Background: an optimization exercise with open tools, aiming at small area, a short achievable clock period and few clock cycles. Do not read the settings as production practice. The RTL was checked by simulation tests, not by an equivalence proof against the original design. No activity file was given, so power comes from the tool's default toggle rates.

==> flow/design.v <==
module Instruction_Decoder(
  input        pend,
  input  [2:0] in_n, in_m,    
  input  [2:0] ir_n, ir_m,    
  input        en_n, en_m,    
  input  [7:0] busy,          
  output [7:0] sel_n, sel_m,  
  output       fwd_n, fwd_m   
);
wire [7:0] dn = pend ? (8'd1 << ir_n) : (8'd1 << in_n);
wire [7:0] dm = pend ? (8'd1 << ir_m) : (8'd1 << in_m);
assign sel_n = dn & ~busy & {8{en_n}};
assign sel_m = dm & ~busy & {8{en_m}};
assign fwd_n = |(dn & busy) & en_n;
assign fwd_m = |(dm & busy) & en_m;
endmodule
module shifter #(parameter W = 16) (
  input  [W-1:0] cy,
  input  [W-1:0] t,
  input  [W-1:0] d,
  output [W-1:0] y
);
assign y = d ^ (cy & t);
endmodule
module ALU(
  input  [15:0] p,       
  input  [15:0] g,       
  input         inv,     
  input         a15,     
  input         is_and,  
  input         wc,      
  input         cmp,     
  input  [15:0] c,       
  input  [2:0]  nvz,     
  output [15:0] res,     
  output [15:0] out_n,   
  output [2:0]  nvz_n    
);
wire [14:0] ng1, g2, ng3, g4;
wire [14:2] np1;
wire [14:4] p2;
wire [14:8] np3;
ks_l0 l0(.g(g[14:0]), .p(p[14:0]), .ng(ng1), .np(np1));
ks_l1 l1(.ng(ng1), .np(np1), .g(g2), .p(p2));
ks_l2 l2(.g(g2), .p(p2), .ng(ng3), .np(np3));
ks_l3 l3(.ng(ng3), .np(np3), .g(g4));
wire [15:0] cy = {g4, 1'b0};
wire [15:0] r0 = is_and ? g : (p ^ {16{inv}});
wire [15:0] o0 = wc ? r0 : c;
shifter fr(.cy(cy), .t({16{~is_and}}), .d(r0), .y(res));
shifter fo(.cy(cy), .t({16{wc & ~is_and}}), .d(o0), .y(out_n));
wire n0 = cmp ? ~p[15] : nvz[2];
wire v0 = cmp ? p[15] & (~p[15] ^ a15) : nvz[1];
shifter #(2) fnv(.cy({2{cy[15]}}), .t({cmp, cmp & p[15]}), .d({n0, v0}),
                 .y(nvz_n[2:1]));
assign nvz_n[0] = cmp ? &p : nvz[0];
endmodule
module ks_l0(
  input  [14:0] g, p,
  output [14:0] ng,    
  output [14:2] np     
);
assign ng = {~(g[14:1] | (p[14:1] & g[13:0])), ~g[0]};
assign np = ~(p[14:2] & p[13:1]);
endmodule
module ks_l1(
  input  [14:0] ng,
  input  [14:2] np,
  output [14:0] g,
  output [14:4] p
);
assign g = {~(ng[14:2] & (np[14:2] | ng[12:0])), ~ng[1:0]};
assign p = ~(np[14:4] | np[12:2]);
endmodule
module ks_l2(
  input  [14:0] g,
  input  [14:4] p,
  output [14:0] ng,
  output [14:8] np
);
assign ng = {~(g[14:4] | (p[14:4] & g[10:0])), ~g[3:0]};
assign np = ~(p[14:8] & p[10:4]);
endmodule
module ks_l3(
  input  [14:0] ng,
  input  [14:8] np,
  output [14:0] g
);
assign g = {~(ng[14:8] & (np[14:8] | ng[6:0])), ~ng[7:0]};
endmodule
module cpu(clk,reset,s,load,in,out,N,V,Z,w);
input clk, reset, s, load;
input [15:0] in;
output [15:0] out;
output N, V, Z, w;
reg [15:0] ir;
reg [15:0] R [0:7];
reg pending;
always @(posedge clk) begin
  if (load) ir <= in;
  pending <= s & ~load & ~reset;
end
wire [15:0] ins = pending ? ir : in;
wire [2:0] opcode = ins[15:13];
wire [1:0] op = ins[12:11];
wire [2:0] rn = ins[10:8];
wire [2:0] rd = ins[7:5];
wire [1:0] sh = ins[4:3];
wire [2:0] rm = ins[2:0];
wire go = ((s & load) | pending) & ~reset;
wire is_movi = (opcode == 3'b110) & (op == 2'b10);
wire is_mov  = (opcode == 3'b110) & (op == 2'b00);
wire is_alu  = (opcode == 3'b101);
wire is_cmp  = is_alu & (op == 2'b01);
wire is_and  = is_alu & (op == 2'b10);
wire writes_c = is_mov | (is_alu & (op != 2'b01));
wire use_a   = is_alu & (op != 2'b11);    
wire inv     = is_alu & op[0];
reg [15:0] p2, g2;
reg a15_2, inv2, and2, wr2, wc2, cmp2;
reg [2:0] wa2;
reg [15:0] c;
reg [2:0] nvz;
wire [15:0] res, out_n;
wire [2:0] nvz_n;
wire [7:0] busy = {8{wr2}} & (8'd1 << wa2);
wire [7:0] sel_n, sel_m;
wire fwd_n, fwd_m;
Instruction_Decoder dec(.pend(pending), .in_n(in[10:8]), .in_m(in[2:0]),
  .ir_n(ir[10:8]), .ir_m(ir[2:0]), .en_n(1'b1), .en_m(1'b1), .busy(busy),
  .sel_n(sel_n), .sel_m(sel_m), .fwd_n(fwd_n), .fwd_m(fwd_m));
reg [15:0] a, bs;
integer k;
always @(*) begin
  a  = {16{fwd_n}} & res;
  bs = {16{fwd_m}} & res;
  for (k = 0; k < 8; k = k + 1) begin
    a  = a  | ({16{sel_n[k]}} & R[k]);
    bs = bs | ({16{sel_m[k]}} & R[k]);
  end
end
wire sh_n = ~is_movi & (sh == 2'b00);    
wire sh_l = ~is_movi & (sh == 2'b01);    
wire sh_r = ~is_movi & sh[1];            
wire sh_a = ~is_movi & (sh == 2'b11);    
wire [15:0] b = ({16{sh_n}} & bs) | ({16{sh_l}} & {bs[14:0], 1'b0}) |
                ({16{sh_r}} & {1'b0, bs[15:1]}) | {sh_a & bs[15], 15'd0};
wire [15:0] imm = {{8{ins[7]}}, ins[7:0]};
wire [15:0] x0 = is_movi ? imm : {16{inv}};
wire [15:0] x1 = is_movi ? imm : {16{use_a ^ inv}};
reg  [15:0] x;
always @(*)
  for (k = 0; k < 16; k = k + 1)
    x[k] = a[k] ? x1[k] : x0[k];
always @(posedge clk) begin
  p2    <= x ^ b;
  g2    <= x & b;
  a15_2 <= a[15];
  inv2  <= inv;
  and2  <= is_and;
  wr2   <= go & (is_movi | writes_c);
  wc2   <= go & writes_c;
  cmp2  <= go & is_cmp;
  wa2   <= is_movi ? rn : rd;
end
ALU alu(.p(p2), .g(g2), .inv(inv2), .a15(a15_2), .is_and(and2), .wc(wc2),
        .cmp(cmp2), .c(c), .nvz(nvz), .res(res), .out_n(out_n), .nvz_n(nvz_n));
always @(posedge clk) begin
  if (wr2) R[wa2] <= res;
  c   <= out_n;
  nvz <= nvz_n;
end
assign out = out_n;
assign {N, V, Z} = nvz_n;
assign w = ~pending;
endmodule
==> flow/config.mk <==
export PLATFORM = sky130hd
export DESIGN_NAME = cpu
export DESIGN_NICKNAME = cpu
export VERILOG_FILES = /design/flow/design.v
export SDC_FILE = /design/flow/constraint.sdc
export NUM_CORES = 4
export LEC_CHECK = 0
export CAP_MARGIN = 20
export CORE_MARGIN = 2
export CORE_UTILIZATION = 40
export CTS_BUF_LIST = sky130_fd_sc_hd__clkbuf_8
export CTS_CLUSTER_DIAMETER = 50
export CTS_CLUSTER_SIZE = 16
export SETUP_SLACK_MARGIN = 2.5
export SLEW_MARGIN = 20
export SYNTH_HIERARCHICAL = 1
export TNS_END_PERCENT = 0
==> flow/constraint.sdc <==
create_clock -name core_clock -period 5.5 [get_ports {clk}]
set_input_delay 1.1000 -clock core_clock [delete_from_list [all_inputs] [get_ports {clk}]]
set_output_delay 1.1000 -clock core_clock [all_outputs]
set_load 0.01 [all_outputs]
standard.sh (not shown) runs the stock make flow with config.mk's settings and CLKGATE_MAP_FILE= SYNTH_SCRIPT=/design/flow/synth_recipe.tcl, a recipe that flattens the netlist after the stock synthesis.
==> flow/flow/run.sh <==
#!/bin/bash
# The standard layout, with plain buffers (rather than the delay cells
# buffer_ports picks by default) on the input and output ports.
set -euo pipefail
bash standard.sh BUFFER_PORTS_ARGS="-buffer_cell sky130_fd_sc_hd__buf_2" finish > standard.log 2>&1
The first run finished clean.
Testbench counts at the start, summed over its fixed seeds: cycles 24,064.
Next try:
--- a/flow/design.v
+++ b/flow/design.v
@@ -11,19 +11,19 @@
 wire [7:0] dm = pend ? (8'd1 << ir_m) : (8'd1 << in_m);
 assign sel_n = dn & ~busy & {8{en_n}};
 assign sel_m = dm & ~busy & {8{en_m}};
 assign fwd_n = |(dn & busy) & en_n;
 assign fwd_m = |(dm & busy) & en_m;
 endmodule
-module shifter #(parameter W = 16) (
-  input  [W-1:0] cy,
-  input  [W-1:0] t,
-  input  [W-1:0] d,
-  output [W-1:0] y
+module shifter(
+  input  [15:0] cy,
+  input         t,
+  input  [15:0] d,
+  output [15:0] y
 );
-assign y = d ^ (cy & t);
+assign y = d ^ (cy & {16{t}});
 endmodule
 module ALU(
   input  [15:0] p,       
   input  [15:0] g,       
   input         inv,     
   input         a15,     
@@ -44,19 +44,17 @@
 ks_l1 l1(.ng(ng1), .np(np1), .g(g2), .p(p2));
 ks_l2 l2(.g(g2), .p(p2), .ng(ng3), .np(np3));
 ks_l3 l3(.ng(ng3), .np(np3), .g(g4));
 wire [15:0] cy = {g4, 1'b0};
 wire [15:0] r0 = is_and ? g : (p ^ {16{inv}});
 wire [15:0] o0 = wc ? r0 : c;
-shifter fr(.cy(cy), .t({16{~is_and}}), .d(r0), .y(res));
-shifter fo(.cy(cy), .t({16{wc & ~is_and}}), .d(o0), .y(out_n));
-wire n0 = cmp ? ~p[15] : nvz[2];
-wire v0 = cmp ? p[15] & (~p[15] ^ a15) : nvz[1];
-shifter #(2) fnv(.cy({2{cy[15]}}), .t({cmp, cmp & p[15]}), .d({n0, v0}),
-                 .y(nvz_n[2:1]));
-assign nvz_n[0] = cmp ? &p : nvz[0];
+shifter fr(.cy(cy), .t(~is_and), .d(r0), .y(res));
+shifter fo(.cy(cy), .t(wc & ~is_and), .d(o0), .y(out_n));
+wire [1:0] nv0 = cmp ? {~p[15], p[15] & (~p[15] ^ a15)} : nvz[2:1];
+wire [1:0] nv1 = cmp ? {p[15], p[15] & (p[15] ^ a15)} : nvz[2:1];
+assign nvz_n = {cy[15] ? nv1 : nv0, cmp ? &p : nvz[0]};
 endmodule
 module ks_l0(
   input  [14:0] g, p,
   output [14:0] ng,    
   output [14:2] np     
 );
Worst setup slack loses 0.089 ns.
Area after synthesis climbs by 1.3%.
Utilization drops by 1.6 points.
Maximum frequency drops by 2.8%.
Synthesized cell count is about the same.
Sequential power barely changes.
Hold slack loses 0.023 ns.
Power climbs by 3.5%.
Global-route usage drops by 0.73 points.
Clock power climbs by about 20%.
Wire length drops by 1.3%.
Final area drops by 1.1%.
Testbench counts after the change, summed over its fixed seeds: cycles 24,064.

## run C
Another version of the RTL of cpu (not shown whole).
Size: roughly 860 cells after synthesis, roughly 200 flip-flops, about 10000 um2 of cells after synthesis.
==> module ALU, before the edit <==
module ALU(
  input  [15:0] p,       
  input  [15:0] g,       
  input         cin,
  input         a15,     
  input         wc,      
  input         cmp,     
  input  [15:0] c,       
  input  [2:0]  nvz,     
  output [15:0] res,     
  output [15:0] out_n,   
  output [2:0]  nvz_n    
);
wire [15:0] gl [0:4];
wire [15:0] pl [0:4];
assign gl[0] = g;
assign pl[0] = p;
genvar l, i;
generate
  for (l = 0; l < 4; l = l + 1) begin : lvl
    for (i = 0; i < 16; i = i + 1) begin : bt
      if (i >= (1 << l)) begin : comb
        assign gl[l+1][i] = gl[l][i] | (pl[l][i] & gl[l][i - (1 << l)]);
        assign pl[l+1][i] = pl[l][i] & pl[l][i - (1 << l)];
      end else begin : pass
        assign gl[l+1][i] = gl[l][i];
        assign pl[l+1][i] = pl[l][i];
      end
    end
  end
endgenerate
wire [15:0] cy = {gl[4][14:0], cin};
wire [15:0] r0 = p;
wire [15:0] r1 = ~p;
wire [15:0] o0 = wc ? r0 : c;
wire [15:0] o1 = wc ? r1 : c;
genvar k;
generate
  for (k = 0; k < 16; k = k + 1) begin : sel
    assign res[k]   = cy[k] ? r1[k] : r0[k];
    assign out_n[k] = cy[k] ? o1[k] : o0[k];
  end
endgenerate
wire s15 = p[15] ^ cy[15];
assign nvz_n = cmp ? {s15, p[15] & (s15 ^ a15), &p} : nvz;
endmodule
==> module cpu, before the edit <==
module cpu(clk,reset,s,load,in,out,N,V,Z,w);
input clk, reset, s, load;
input [15:0] in;
output [15:0] out;
output N, V, Z, w;
reg [15:0] ir;
reg [15:0] R [0:7];
always @(posedge clk)
  if (load) ir <= in;
wire [15:0] ins = load ? in : ir;
wire [2:0] opcode = ins[15:13];
wire [1:0] op = ins[12:11];
wire [2:0] rn = ins[10:8];
wire [2:0] rd = ins[7:5];
wire [1:0] sh = ins[4:3];
wire [2:0] rm = ins[2:0];
wire go = s & ~reset;
wire is_movi = (opcode == 3'b110) & (op == 2'b10);
wire is_mov  = (opcode == 3'b110) & (op == 2'b00);
wire is_alu  = (opcode == 3'b101);
wire is_cmp  = is_alu & (op == 2'b01);
wire is_and  = is_alu & (op == 2'b10);
wire writes_c = is_mov | (is_alu & (op != 2'b01));
wire use_a   = is_alu & (op != 2'b11);    
wire inv_b   = is_alu & op[0];            
reg [15:0] p2, g2;
reg a15_2, cin2, wr2, wc2, cmp2;
reg [2:0] wa2;
reg [15:0] c;
reg [2:0] nvz;
wire [15:0] res, out_n;
wire [2:0] nvz_n;
wire [7:0] busy = {8{wr2}} & (8'd1 << wa2);
wire [7:0] dec_n = 8'd1 << rn;
wire [7:0] dec_m = 8'd1 << rm;
wire [7:0] sel_n = dec_n & ~busy;
wire [7:0] sel_m = dec_m & ~busy;
wire fwd_n = |(dec_n & busy);
wire fwd_m = |(dec_m & busy);
reg [15:0] a, bs;
integer k;
always @(*) begin
  a  = {16{fwd_n}} & res;
  bs = {16{fwd_m}} & res;
  for (k = 0; k < 8; k = k + 1) begin
    a  = a  | ({16{sel_n[k]}} & R[k]);
    bs = bs | ({16{sel_m[k]}} & R[k]);
  end
end
reg  [15:0] b;
always @(*)
  case (sh)
    2'b00: b = bs;
    2'b01: b = {bs[14:0], 1'b0};
    2'b10: b = {1'b0, bs[15:1]};
    default: b = {bs[15], bs[15:1]};
  endcase
wire [15:0] x = use_a ? a : 16'd0;
wire [15:0] y = is_movi ? {{8{ins[7]}}, ins[7:0]} : (inv_b ? ~b : b);
always @(posedge clk) begin
  p2    <= is_and ? (x & y) : (x ^ y);
  g2    <= is_and ? 16'd0 : ((x & y) | {15'd0, inv_b & (x[0] ^ y[0])});
  a15_2 <= a[15];
  cin2  <= inv_b;
  wr2   <= go & (is_movi | writes_c);
  wc2   <= go & writes_c;
  cmp2  <= go & is_cmp;
  wa2   <= is_movi ? rn : rd;
end
ALU alu(.p(p2), .g(g2), .cin(cin2), .a15(a15_2), .wc(wc2),
        .cmp(cmp2), .c(c), .nvz(nvz), .res(res), .out_n(out_n), .nvz_n(nvz_n));
always @(posedge clk) begin
  if (wr2) R[wa2] <= res;
  c   <= out_n;
  nvz <= nvz_n;
end
assign out = out_n;
assign {N, V, Z} = nvz_n;
assign w = 1'b1;
endmodule
export LEC_CHECK = 0
export CAP_MARGIN = 20
export CORE_MARGIN = 2
export CORE_UTILIZATION = 40
export CTS_BUF_LIST = sky130_fd_sc_hd__clkbuf_8
export CTS_CLUSTER_DIAMETER = 60
export CTS_CLUSTER_SIZE = 20
export SETUP_SLACK_MARGIN = 2.5
export SLEW_MARGIN = 20
export TNS_END_PERCENT = 0
create_clock -name core_clock -period 5.5 [get_ports {clk}]
Scripts as last shown in full above: flow/flow/run.sh
Testbench counts of run C, summed over its fixed seeds: cycles 24,064.
What run D does differently from run C at the input level:
==> flow/design.v <==
module ALU(
  input  [15:0] p,       
  input  [15:0] g,       
  input         inv,     
  input         a15,     
  input         is_and,  
  input         wc,      
  input         cmp,     
  input  [15:0] c,       
  input  [2:0]  nvz,     
  output [15:0] res,     
  output [15:0] out_n,   
  output [2:0]  nvz_n    
);
wire [15:0] gl [0:4];
wire [15:0] pl [0:4];
assign gl[0] = g;
assign pl[0] = p;
genvar l, i;
generate
  for (l = 0; l < 4; l = l + 1) begin : lvl
    for (i = 0; i < 16; i = i + 1) begin : bt
      if (i >= (1 << l)) begin : comb
        assign gl[l+1][i] = gl[l][i] | (pl[l][i] & gl[l][i - (1 << l)]);
        assign pl[l+1][i] = pl[l][i] & pl[l][i - (1 << l)];
      end else begin : pass
        assign gl[l+1][i] = gl[l][i];
        assign pl[l+1][i] = pl[l][i];
      end
    end
  end
endgenerate
wire [15:0] cy = {gl[4][14:0], 1'b0};
wire [15:0] r0 = is_and ? g : (p ^ {16{inv}});
wire [15:0] r1 = is_and ? g : ~(p ^ {16{inv}});
wire [15:0] o0 = wc ? r0 : c;
wire [15:0] o1 = wc ? r1 : c;
genvar k;
generate
  for (k = 0; k < 16; k = k + 1) begin : sel
    assign res[k]   = cy[k] ? r1[k] : r0[k];
    assign out_n[k] = cy[k] ? o1[k] : o0[k];
  end
endgenerate
wire r15 = ~(p[15] ^ cy[15]);
assign nvz_n = cmp ? {r15, p[15] & (r15 ^ a15), &p} : nvz;
endmodule
module cpu(clk,reset,s,load,in,out,N,V,Z,w);
input clk, reset, s, load;
input [15:0] in;
output [15:0] out;
output N, V, Z, w;
reg [15:0] ir;
reg [15:0] R [0:7];
always @(posedge clk)
  if (load) ir <= in;
wire [15:0] ins = load ? in : ir;
wire [2:0] opcode = ins[15:13];
wire [1:0] op = ins[12:11];
wire [2:0] rn = ins[10:8];
wire [2:0] rd = ins[7:5];
wire [1:0] sh = ins[4:3];
wire [2:0] rm = ins[2:0];
wire go = s & ~reset;
wire is_movi = (opcode == 3'b110) & (op == 2'b10);
wire is_mov  = (opcode == 3'b110) & (op == 2'b00);
wire is_alu  = (opcode == 3'b101);
wire is_cmp  = is_alu & (op == 2'b01);
wire is_and  = is_alu & (op == 2'b10);
wire writes_c = is_mov | (is_alu & (op != 2'b01));
wire use_a   = is_alu & (op != 2'b11);    
wire inv     = is_alu & op[0];
reg [15:0] p2, g2;
reg a15_2, inv2, and2, wr2, wc2, cmp2;
reg [2:0] wa2;
reg [15:0] c;
reg [2:0] nvz;
wire [15:0] res, out_n;
wire [2:0] nvz_n;
wire [7:0] busy = {8{wr2}} & (8'd1 << wa2);
wire [7:0] dec_n = (8'd1 << rn) & {8{use_a}};
wire [7:0] dec_m = (8'd1 << rm) & {8{~is_movi}};
wire [7:0] sel_n = dec_n & ~busy;
wire [7:0] sel_m = dec_m & ~busy;
wire fwd_n = |(dec_n & busy);
wire fwd_m = |(dec_m & busy);
reg [15:0] a, bs;
integer k;
always @(*) begin
  a  = {16{fwd_n}} & res;
  bs = {16{fwd_m}} & res;
  for (k = 0; k < 8; k = k + 1) begin
    a  = a  | ({16{sel_n[k]}} & R[k]);
    bs = bs | ({16{sel_m[k]}} & R[k]);
  end
end
reg  [15:0] b;
always @(*)
  case (sh)
    2'b00: b = bs;
    2'b01: b = {bs[14:0], 1'b0};
    2'b10: b = {1'b0, bs[15:1]};
    default: b = {bs[15], bs[15:1]};
  endcase
wire [15:0] x = (a ^ {16{inv}}) | ({16{is_movi}} & {{8{ins[7]}}, ins[7:0]});
always @(posedge clk) begin
  p2    <= x ^ b;
  g2    <= x & b;
  a15_2 <= a[15];
  inv2  <= inv;
  and2  <= is_and;
  wr2   <= go & (is_movi | writes_c);
  wc2   <= go & writes_c;
  cmp2  <= go & is_cmp;
  wa2   <= is_movi ? rn : rd;
end
ALU alu(.p(p2), .g(g2), .inv(inv2), .a15(a15_2), .is_and(and2), .wc(wc2),
        .cmp(cmp2), .c(c), .nvz(nvz), .res(res), .out_n(out_n), .nvz_n(nvz_n));
always @(posedge clk) begin
  if (wr2) R[wa2] <= res;
  c   <= out_n;
  nvz <= nvz_n;
end
assign out = out_n;
assign {N, V, Z} = nvz_n;
assign w = 1'b1;
endmodule
[summary]
Delta (run D minus run C): power share of the clock group increased 1.2 points, static leakage down 0.00012 uW, critical path depth shrank by 2, clock-buffer cell count has increased, global-route usage stayed essentially flat. Startpoint of the most critical setup path = p2[1]$_DFF_P_: run D; startpoint of the most critical setup path = load: run C. Compared with run C, run D has less setup slack.
Testbench counts of run D, summed over its fixed seeds: cycles 24,064.

==> re-timing with driven ports <==
The results above use ideal ports. As a check the final layouts listed here were re-extracted and re-timed, cells and wires unchanged. Step 1 sets driving cells, clkbuf_16 on the clock port and buf_2 on the other inputs (assumed; they add their load-dependent delay and slew). Step 2 adds t to the input delays and takes it off the output delays; t is the mean of the earliest and latest rising clock arrival at the registers after step 1. Input paths then give back, and output paths get back, about the clock's delay inside the block. a / b / c = ideal / step 1 / step 2; a / b = the first two.
| run | shift t [ns] | setup slack, ns | worst setup path after step 2 | slew at the worst register clock pin (ns) | worst data-port slew with drivers (ns) |
|---|---|---|---|---|---|
| the first run of note 1 | 0.607 | 2.399 / 2.353 / 1.828 | input to register | 0.10 / 0.10 | 0.04 |
| the second run of note 1 | 0.603 | 2.310 / 2.267 / 1.767 | input to register | 0.09 / 0.09 | 0.04 |
| run C | 0.561 | 1.845 / 1.842 / 1.302 | input to register | 0.12 / 0.12 | 0.03 |
| run D | 0.582 | 1.689 / 1.649 / 1.223 | input to register | 0.12 / 0.12 | 0.03 |
After both steps setup and hold are still met in every run listed. For the first run of note 1, which loses most, drivers alone change the setup slack by -0.046 ns; drivers and shift together by -0.571 ns.
